Source: an optimization exercise on an open RTL-to-GDS flow (aim: small area). Production flows keep margins and buffers that such runs may drop. At most, simulation tests tie the RTL to the original design; equivalence was not proved. Power figures rest on the tool's default switching activity, not on a simulated workload.

Design top, start of the top module:
module top (
	input clk, reset, button, button1, button2, button3,
	output [11:0] rgb,
	output hsync, vsync,
	output [6:0] seg1, seg2,
	output [6:0] seg_left, seg_right
	);
Size: about 110 flip-flops, about 48 I/O pins.
clock: 10.0 ns
lec_check: 0
cap_margin: 5
core_margin: 2
core_utilization: 65
place_density: 0.75
slew_margin: 5
standard.sh (not shown) runs the stock make flow with config.mk's settings and CLKGATE_MAP_FILE= SYNTH_SCRIPT=/design/flow/synth_recipe.tcl, a recipe that flattens the netlist after the stock synthesis.
==> flow/flow/run.sh <==
#!/bin/bash
# Own layout flow: the standard ORFS flow (standard.sh, all steps), with
#  - no separate full/half-adder extraction (ADDER_MAP_FILE empty): ABC maps all logic,
#  - an area-oriented ABC mapping script (abc.script) in place of ORFS's speed script,
#  - the smallest buffer for the port buffers ORFS puts on every input and output,
#  - a clock tree of clkbuf_8 cells without dummy loads.
# Everything else (synthesis script, floorplan, power grid, taps, CTS, routing) is ORFS's.
set -euo pipefail
W=$(pwd)
rm -rf "$W/scripts"
cp -r "$FLOW_HOME/scripts" "$W/scripts"
cp "$W/flow/abc.script" "$W/scripts/abc_speed.script"
cp "$W/flow/abc.script" "$W/scripts/abc_area.script"
bash "$W/standard.sh" "SCRIPTS_DIR=$W/scripts" "ADDER_MAP_FILE=" \
	"BUFFER_PORTS_ARGS=-buffer_cell sky130_fd_sc_hd__buf_1" \
	"CTS_ARGS=-sink_clustering_enable -repair_clock_nets -dont_use_dummy_load -buf_list sky130_fd_sc_hd__clkbuf_8 -sink_clustering_size 20 -sink_clustering_max_diameter 80" \
	finish > "$W/flow_make.log" 2>&1
==> flow/flow/abc.script <==
strash
&get -n
&deepsyn -J 20
&put
dch
amap
topo
Rerun with:
- CAP_MARGIN: 5 -> 20
- SLEW_MARGIN: 5 -> 20
=> The new run ran to the end with no violations. Sequential share of layout area stays flat. Critical path depth rises by 1. Design area hardly moves. Hold slack improved by 0.0041 ns. Routed wire length drops by 0.36%. Non-clock buffer count rises by 1. Cell count barely changes. Combinational power barely changes. Global-route usage does not change. Worst setup slack gets better by 0.50 ns.

---

Another version of the RTL of top (not shown whole).
Size in the first run: ~930 cells after synthesis, roughly 48 I/O pins.
make LEC_CHECK=0 CAP_MARGIN=20 CORE_MARGIN=2 CORE_UTILIZATION=40 CTS_BUF_LIST=sky130_fd_sc_hd__clkbuf_4 CTS_CLUSTER_DIAMETER=100 CTS_CLUSTER_SIZE=30 PLACE_DENSITY=0.6 SLEW_MARGIN=20 finish   # period 10.0 ns
run.sh (not shown) runs the stock make flow with config.mk's settings and CLKGATE_MAP_FILE= SYNTH_SCRIPT=/design/flow/synth_recipe.tcl, a recipe that flattens the netlist after the stock synthesis.
Stock flow here: none of the scripts above is used.
The baseline completed with no timing, DRC or antenna violations.
Edit:
==> flow/flow/run.sh (new file) <==
#!/bin/bash
# Own layout flow: the standard ORFS flow (standard.sh, all steps), with
#  - an area-oriented ABC mapping script (abc.script) in place of ORFS's speed script,
#  - the smallest buffer for the port buffers ORFS puts on every input and output.
# Everything else (synthesis script, floorplan, power grid, taps, CTS, routing) is ORFS's.
set -euo pipefail
W=$(pwd)
rm -rf "$W/scripts"
cp -r "$FLOW_HOME/scripts" "$W/scripts"
cp "$W/flow/abc.script" "$W/scripts/abc_speed.script"
cp "$W/flow/abc.script" "$W/scripts/abc_area.script"
bash "$W/standard.sh" "SCRIPTS_DIR=$W/scripts" \
	"BUFFER_PORTS_ARGS=-buffer_cell sky130_fd_sc_hd__buf_1" finish > "$W/flow_make.log" 2>&1
==> flow/flow/abc.script (new file) <==
strash
&get -n
&deepsyn -J 20
&put
dch
amap
topo
==> flow/standard.sh (new file) <==
#!/bin/bash
# synth_recipe.tcl (not shown) runs the flow's synth.tcl, then flattens the netlist and writes it again
# the make line also repeats each setting of config.mk as NAME=value (left out here)
make -C /OpenROAD-flow-scripts/flow DESIGN_CONFIG=/design/flow/config.mk WORK_HOME=/design/flow/orfs CLKGATE_MAP_FILE= SYNTH_SCRIPT=/design/flow/synth_recipe.tcl "${@:-finish}"
removed: flow/run.sh
The new run completed without violations.
Non-clock buffer count does not change.
Worst setup slack is worse by 670 ps.
Die area came out lower by 12%.
Register-to-register slack gets worse by 1200 ps.
Design area came out lower by 11%.
Count of clock-buffer cells in the layout is unchanged.
Clock skew fell by 4.6 ps.
Edit:
==> flow/run.sh (new file) <==
#!/bin/bash
# synth_recipe.tcl (not shown) runs the flow's synth.tcl, then flattens the netlist and writes it again
# the make line also repeats each setting of config.mk as NAME=value (left out here)
make -C /OpenROAD-flow-scripts/flow DESIGN_CONFIG=/design/flow/config.mk WORK_HOME=/design/flow/orfs CLKGATE_MAP_FILE= SYNTH_SCRIPT=/design/flow/synth_recipe.tcl finish
- CTS_BUF_LIST: sky130_fd_sc_hd__clkbuf_4 -> sky130_fd_sc_hd__clkbuf_8
- CTS_CLUSTER_DIAMETER: 100 -> 200
- CTS_CLUSTER_SIZE: 30 -> 50
removed: flow/flow/run.sh
removed: flow/flow/abc.script
removed: flow/standard.sh
=> Synthesized cell count rises by 3.3%; worst setup slack gets better by 670 ps; sequential power stays flat.
No functional check of the RTL was part of any run of this note.

---

== v48 ==
The RTL this note starts from:
==> flow/design.v <==
module vga_sync (
	input clk, reset,
	output [9:0] x, y,
	output hsync, vsync, video_on
	);
	reg [10:0] w;
	reg [9:0] v;
	wire wend = (w == 11'd1599);
	always @(posedge clk)
		if (!reset) begin
			w <= 11'd1;
			v <= 10'd0;
		end else begin
			w <= wend ? 11'd0 : w + 11'd1;
			if (wend) v <= (v == 10'd524) ? 10'd0 : v + 10'd1;
		end
	assign x = w[10:1];
	assign y = v;
	assign hsync = (w >= 11'd1313) & (w <= 11'd1504);
	assign vsync = (w == 11'd0) ? ((v == 10'd514) | (v == 10'd515)) : ((v == 10'd513) | (v == 10'd514));
	assign video_on = (x < 10'd640) & (y < 10'd480);
endmodule
module render (
	input clk, reset,
	input [9:0] x, y, xs,
	input [8:0] ys, p1, p2,
	input video_on,
	input [1:0] gs,
	input pre,
	output reg hit,
	output [11:0] rgb
	);
	function [9:0] sub10(input [9:0] a, input [9:0] b);
		integer i;
		reg bw;
		begin
			bw = 1'b0;
			for (i = 0; i < 10; i = i + 1) begin
				sub10[i] = a[i] ^ b[i] ^ bw;
				bw = (~a[i] & b[i]) | (~(a[i] ^ b[i]) & bw);
			end
		end
	endfunction
	wire neg = (xs[9:3] == 7'h7f);    
	wire [9:0] bx = sub10(x, xs);
	wire [9:0] by = sub10(y, {1'b0, ys});
	wire ball_on = ~neg & (bx <= 10'd16) & (by <= 10'd16);
	wire [8:0] pr = (pre ? (xs[9] & ~xs[8]) : x[9]) ? p2 : p1;
	wire [9:0] q = sub10(pre ? {1'b0, ys} : y, {1'b0, pr});
	wire hitc = (pr >= 9'd20) & ((q <= 10'd51) | (q >= 10'd997));
	always @(posedge clk)
		hit <= (((xs < 10'd30) | neg) | ((xs > 10'd594) & ~neg)) & hitc;
	wire pv = (q < 10'd40);
	wire pad1_on = (x >= 10'd20) & (x <= 10'd40) & pv;
	wire pad2_on = (x >= 10'd600) & (x <= 10'd620) & pv;
	reg c, b;
	always @(posedge clk)
		if (!reset) begin
			c <= 1'b0; b <= 1'b0;
		end else if (!pre) case (gs)
			2'b01: begin
				c <= pad1_on | (~pad2_on & ball_on);
				b <= ~pad1_on & (pad2_on | ball_on);
			end
			2'b10: begin c <= 1'b1; b <= 1'b0; end
			2'b11: begin c <= 1'b0; b <= 1'b1; end
			default: begin c <= 1'b0; b <= 1'b0; end
		endcase
	wire rc = video_on & c, rb = video_on & b, rw = rc & b;
	assign rgb = {rb, rb, rw, rw, rc, rc, rc, rc, rb, rb, rw, rw};
endmodule
module clock_divider (
	input clk, reset,
	output step, pre
	);
	reg [11:0] dv;
	assign step = ((dv & 12'h3ff) == 12'h22e);     
	assign pre = ((dv & 12'h9ff) == 12'h8e8);      
	wire dwrap = ((dv & 12'hedf) == 12'h618);      
	wire r = ~reset | dwrap;
	always @(posedge clk) begin
		dv[11:1] <= ~({11{r}} | dv[10:0]);
		dv[0] <= ~r & (dv[10] ^ dv[11]);
	end
endmodule
module ball (
	input clk, reset, step,
	input [1:0] gs,
	input hit,    
	output reg [9:0] xs,
	output reg [8:0] ys,
	output reg [2:0] s1, s2
	);
	function [9:0] ud10(input [9:0] a, input en, input dn);
		integer i;
		reg t;
		begin
			t = en;
			for (i = 0; i < 10; i = i + 1) begin
				ud10[i] = a[i] ^ t;
				t = t & (a[i] ^ dn);
			end
		end
	endfunction
	function [2:0] inc3(input [2:0] a, input en);
		inc3 = {a[2] ^ (en & a[1] & a[0]), a[1] ^ (en & a[0]), a[0] ^ en};
	endfunction
	reg dx, dy;    
	wire en = step & (gs == 2'b01);
	wire outr = (xs == 10'd624);
	wire outl = (xs == 10'd1016);
	wire out = outr | outl;
	wire dxn = dx ^ hit ^ out;
	wire dyn = dy ^ (ys == 9'd1) ^ (ys == 9'd463) ^ out;
	wire ld = ~reset | (en & out);
	wire [9:0] xsn = ud10(xs, en, ~dxn);
	wire [9:0] ysn = ud10({1'b0, ys}, en, dyn);
	always @(posedge clk) begin
		dx <= ~reset | (en ? dxn : dx);
		dy <= ~reset | (en ? dyn : dy);
		xs <= ld ? 10'd312 : xsn;
		ys <= ld ? 9'd232 : ysn[8:0];
		s1 <= reset ? inc3(s1, en & outr) : 3'd0;
		s2 <= reset ? inc3(s2, en & outl) : 3'd0;
	end
endmodule
module paddle (
	input clk, reset, step,
	input button, button1, button2, button3,
	output reg [8:0] p1, p2
	);
	function [8:0] ud9(input [8:0] a, input en, input dn);
		integer i;
		reg t;
		begin
			t = en;
			for (i = 0; i < 9; i = i + 1) begin
				ud9[i] = a[i] ^ t;
				t = t & (a[i] ^ dn);
			end
		end
	endfunction
	wire up1 = ~button & (p1 != 9'd0), dn1 = ~button1 & (p1 != 9'd440);
	wire up2 = ~button2 & (p2 != 9'd0), dn2 = ~button3 & (p2 != 9'd440);
	always @(posedge clk)
		if (!reset) begin
			p1 <= 9'd220;
			p2 <= 9'd220;
		end else begin
			p1 <= ud9(p1, step & (up1 | dn1), up1);
			p2 <= ud9(p2, step & (up2 | dn2), up2);
		end
endmodule
module game_state (
	input clk, reset,
	input [2:0] s1, s2,
	output reg [1:0] gs
	);
	always @(posedge clk)
		if (!reset) gs <= 2'b00;
		else if (s1 == 3'd5) gs <= 2'b10;
		else if (s2 == 3'd5) gs <= 2'b11;
		else gs <= 2'b01;
endmodule
module seven_seg (
	input reset,
	input [2:0] s1, s2,
	output [6:0] seg1, seg2
	);
	function [6:0] sdec(input [2:0] s);
		case (s)
			3'd0: sdec = 7'b1000000;
			3'd1: sdec = 7'b1111001;
			3'd2: sdec = 7'b0100100;
			3'd3: sdec = 7'b0110000;
			3'd4: sdec = 7'b0011001;
			3'd5: sdec = 7'b0010010;
			default: sdec = 7'bxxxxxxx;
		endcase
	endfunction
	assign seg1 = reset ? sdec(s2) : 7'b1111111;
	assign seg2 = reset ? sdec(s1) : 7'b1111111;
endmodule
module Timer (
	input clk, reset,
	output [6:0] seg_left, seg_right
	);
	reg [15:0] tc;
	wire tick = ((tc & 16'h7fff) == 16'h7a1a);    
	wire r = ~reset | tick;
	always @(posedge clk) begin
		tc[15:1] <= ~({15{r}} | tc[14:0]);
		tc[0] <= ~r & (tc[12] ^ tc[15]);
	end
	reg [2:0] tt;
	reg [4:0] ju;
	reg [2:0] tt_n;
	always @(*)
		case (tt)
			3'd0: tt_n = 3'd1; 3'd1: tt_n = 3'd2; 3'd2: tt_n = 3'd3; 3'd3: tt_n = 3'd4;
			3'd4: tt_n = 3'd5; 3'd5: tt_n = 3'd6; 3'd6: tt_n = 3'd7; default: tt_n = 3'd0;
		endcase
	wire u9 = ju[4] & ~ju[3];
	always @(posedge clk)
		if (tick) begin
			if (tt[2] & tt[1]) begin    
				tt <= tt_n; ju <= {4'd0, ~reset & ~tt[0]};
			end else begin
				if (u9) tt <= tt_n;
				ju <= {ju[3:0], ~ju[4]};
			end
		end else if (!reset) begin
			tt <= 3'd0; ju <= 5'd0;
		end
	reg [3:0] tu;
	always @(*)
		case (ju)
			5'b00000: tu = 4'd0; 5'b00001: tu = 4'd1; 5'b00011: tu = 4'd2; 5'b00111: tu = 4'd3;
			5'b01111: tu = 4'd4; 5'b11111: tu = 4'd5; 5'b11110: tu = 4'd6; 5'b11100: tu = 4'd7;
			5'b11000: tu = 4'd8; 5'b10000: tu = 4'd9; default: tu = 4'bxxxx;
		endcase
	wire blank = ((tt == 3'd0) & (ju == 5'd0)) | ((tt == 3'd7) & ju[0]);
	reg [6:0] sl, sr;
	always @(*) begin
		case (tu)
			4'd0: sr = 7'b1000000;
			4'd1: sr = 7'b1111001;
			4'd2: sr = 7'b0100100;
			4'd3: sr = 7'b0110000;
			4'd4: sr = 7'b0011001;
			4'd5: sr = 7'b0010010;
			4'd6: sr = 7'b0000010;
			4'd7: sr = 7'b1111000;
			4'd8: sr = 7'b0000000;
			4'd9: sr = 7'b0011000;
			default: sr = 7'bxxxxxxx;
		endcase
		case (tt)
			3'd0: sl = 7'b1000000;
			3'd1: sl = 7'b1111001;
			3'd2: sl = 7'b0100100;
			3'd3: sl = 7'b0110000;
			3'd4: sl = 7'b0011001;
			3'd5: sl = 7'b0010010;
			default: sl = 7'b0000010;
		endcase
	end
	assign seg_left = blank ? 7'b1111111 : sl;
	assign seg_right = blank ? 7'b1111111 : sr;
endmodule
module top (
	input clk, reset, button, button1, button2, button3,
	output [11:0] rgb,
	output hsync, vsync,
	output [6:0] seg1, seg2,
	output [6:0] seg_left, seg_right
	);
	wire [9:0] x, y, xs;
	wire [8:0] ys, p1, p2;
	wire [2:0] s1, s2;
	wire [1:0] gs;
	wire video_on, step, pre, hit;
	vga_sync v1 (.clk(clk), .reset(reset), .x(x), .y(y), .hsync(hsync), .vsync(vsync), .video_on(video_on));
	clock_divider c1 (.clk(clk), .reset(reset), .step(step), .pre(pre));
	paddle pd (.clk(clk), .reset(reset), .step(step), .button(button), .button1(button1),
		.button2(button2), .button3(button3), .p1(p1), .p2(p2));
	ball b1 (.clk(clk), .reset(reset), .step(step), .gs(gs), .hit(hit), .xs(xs), .ys(ys), .s1(s1), .s2(s2));
	game_state g1 (.clk(clk), .reset(reset), .s1(s1), .s2(s2), .gs(gs));
	render r1 (.clk(clk), .reset(reset), .x(x), .y(y), .video_on(video_on), .xs(xs), .ys(ys),
		.p1(p1), .p2(p2), .gs(gs), .pre(pre), .hit(hit), .rgb(rgb));
	seven_seg ss (.reset(reset), .s1(s1), .s2(s2), .seg1(seg1), .seg2(seg2));
	Timer t1 (.clk(clk), .reset(reset), .seg_left(seg_left), .seg_right(seg_right));
endmodule
Settings: LEC_CHECK=0, CAP_MARGIN=20, CORE_MARGIN=2, CORE_UTILIZATION=65, PLACE_DENSITY=0.75, SLEW_MARGIN=20; clock period 10.0 ns.
standard.sh (not shown) runs the stock make flow with config.mk's settings and CLKGATE_MAP_FILE= SYNTH_SCRIPT=/design/flow/synth_recipe.tcl, a recipe that flattens the netlist after the stock synthesis.
==> flow/flow/run.sh <==
#!/bin/bash
# Own layout flow: the standard ORFS flow (standard.sh, all steps), with
#  - an area-oriented ABC mapping script (abc.script) in place of ORFS's speed script,
#  - the smallest buffer for the port buffers ORFS puts on every input and output,
#  - clock tree of clkbuf_4 cells without dummy loads.
# Everything else (synthesis script, floorplan, power grid, taps, CTS, routing) is ORFS's.
set -euo pipefail
W=$(pwd)
rm -rf "$W/scripts"
cp -r "$FLOW_HOME/scripts" "$W/scripts"
cp "$W/flow/abc.script" "$W/scripts/abc_speed.script"
cp "$W/flow/abc.script" "$W/scripts/abc_area.script"
bash "$W/standard.sh" "SCRIPTS_DIR=$W/scripts" \
	"BUFFER_PORTS_ARGS=-buffer_cell sky130_fd_sc_hd__buf_1" \
	"CTS_ARGS=-sink_clustering_enable -repair_clock_nets -dont_use_dummy_load -root_buf sky130_fd_sc_hd__clkbuf_8 -buf_list sky130_fd_sc_hd__clkbuf_4 -sink_clustering_size 10 -sink_clustering_max_diameter 50" \
	finish > "$W/flow_make.log" 2>&1
==> flow/flow/abc.script <==
strash
&get -n
&deepsyn -J 20
&put
dch
amap
topo
v48 finished every stage and its layout cleared the timing, DRC and antenna checks.
Modified inputs, v54 compared to v48
diff --git a/flow/flow/run.sh b/flow/flow/run.sh
--- a/flow/flow/run.sh
+++ b/flow/flow/run.sh
@@ -15 +15 @@
-	"CTS_ARGS=-sink_clustering_enable -repair_clock_nets -dont_use_dummy_load -root_buf sky130_fd_sc_hd__clkbuf_8 -buf_list sky130_fd_sc_hd__clkbuf_4 -sink_clustering_size 10 -sink_clustering_max_diameter 50" \
+	"CTS_ARGS=-sink_clustering_enable -repair_clock_nets -dont_use_dummy_load -buf_list sky130_fd_sc_hd__clkbuf_8 -sink_clustering_size 20 -sink_clustering_max_diameter 80" \
### Flow results
- Number of cells produced by synthesis came out exactly the same in v54 and v48.
- Worst endpoint data arrival time: v54 vs v48 — no meaningful difference
- Setup-violating endpoint count in the final report: v54 vs v48 identical
- The die height was comparable across v54 and v48.
- Data required time of the critical path of v48 is on par with v54.
- In terms of design area, v48 and v54 differ only marginally.
- Comparing v54 with v48, the number of fill cells came out essentially unchanged.
- [compare] base=v48 new=v54: number of buffers between clock root and the deepest sink shows no meaningful change, number of antenna-violating nets in the routed design roughly the same, non-clock buffer count stayed essentially flat.
- Diff v54..v48 | storage element area | negligible
Edits applied to the flow inputs when going from v54 to v12:
diff --git a/flow/flow/run.sh b/flow/flow/run.sh
--- a/flow/flow/run.sh
+++ b/flow/flow/run.sh
@@ -5 +5 @@
-#  - clock tree of clkbuf_4 cells without dummy loads.
+#  - a clock tree of clkbuf_8 cells without dummy loads.
Findings:
Compared with v54, in v12 final worst slack closely matched the old numbers, sequential share of cell area was more or less identical.
Re routed length on met2: no difference whatsoever between v12 and v54.
Comparing v54 against v12, there is no change at all in number of levels in the clock H-tree.
As far as share of synthesized flip-flops with an asynchronous set or reset is concerned, v12 and v54 perform about the same.
Synthesis-to-layout area growth: v54 vs v12 identical
Area of all placed cells without fillers essentially unchanged between v54 and v12.
Initial antenna violation count came out exactly the same in v12 and v54.
Comparing v12 against v54, there is no change at all in met1 routing resource usage after global routing.
From v54 to v12, clock skew did not move at all.

what the ideal ports hide:
The results above use ideal ports. As a check the final layouts listed here were re-extracted and re-timed, cells and wires unchanged. Step 1, drivers: a clkbuf_16 drives clk and a buf_2 each remaining input, both assumed. Step 2, shift: input delay + t, output delay - t, t = (earliest + latest rising clock arrival at the registers) / 2. This alone moves slack from input paths to output paths. Slacks: no drivers / after step 1 / after step 2; pairs: no drivers / after step 1.
run | shift t [ns] | setup slack, ns | clock arrival spread, ns | pins driven straight from the clock port
the first run of note 1 | 0.391 | 2.920 / 2.920 / 2.920 | 0.043 / 0.043 | 1
the second run of note 1 | 0.389 | 3.425 / 3.425 / 3.425 | 0.040 / 0.040 | 1
the first run of note 2 | 0.565 | 4.168 / 4.144 / 4.144 | 0.016 / 0.016 | 1
the second run of note 2 | 0.566 | 3.500 / 3.477 / 3.477 | 0.013 / 0.014 | 1
the third run of note 2 | 0.466 | 4.168 / 4.144 / 4.144 | 0.010 / 0.010 | 1
v48 | 0.398 | 3.148 / 3.148 / 3.148 | 0.024 / 0.024 | 1
v54 | 0.398 | 3.148 / 3.148 / 3.148 | 0.024 / 0.024 | 1
v12 | 0.398 | 3.148 / 3.148 / 3.148 | 0.024 / 0.024 | 1
After both steps setup and hold are still met in every run listed.
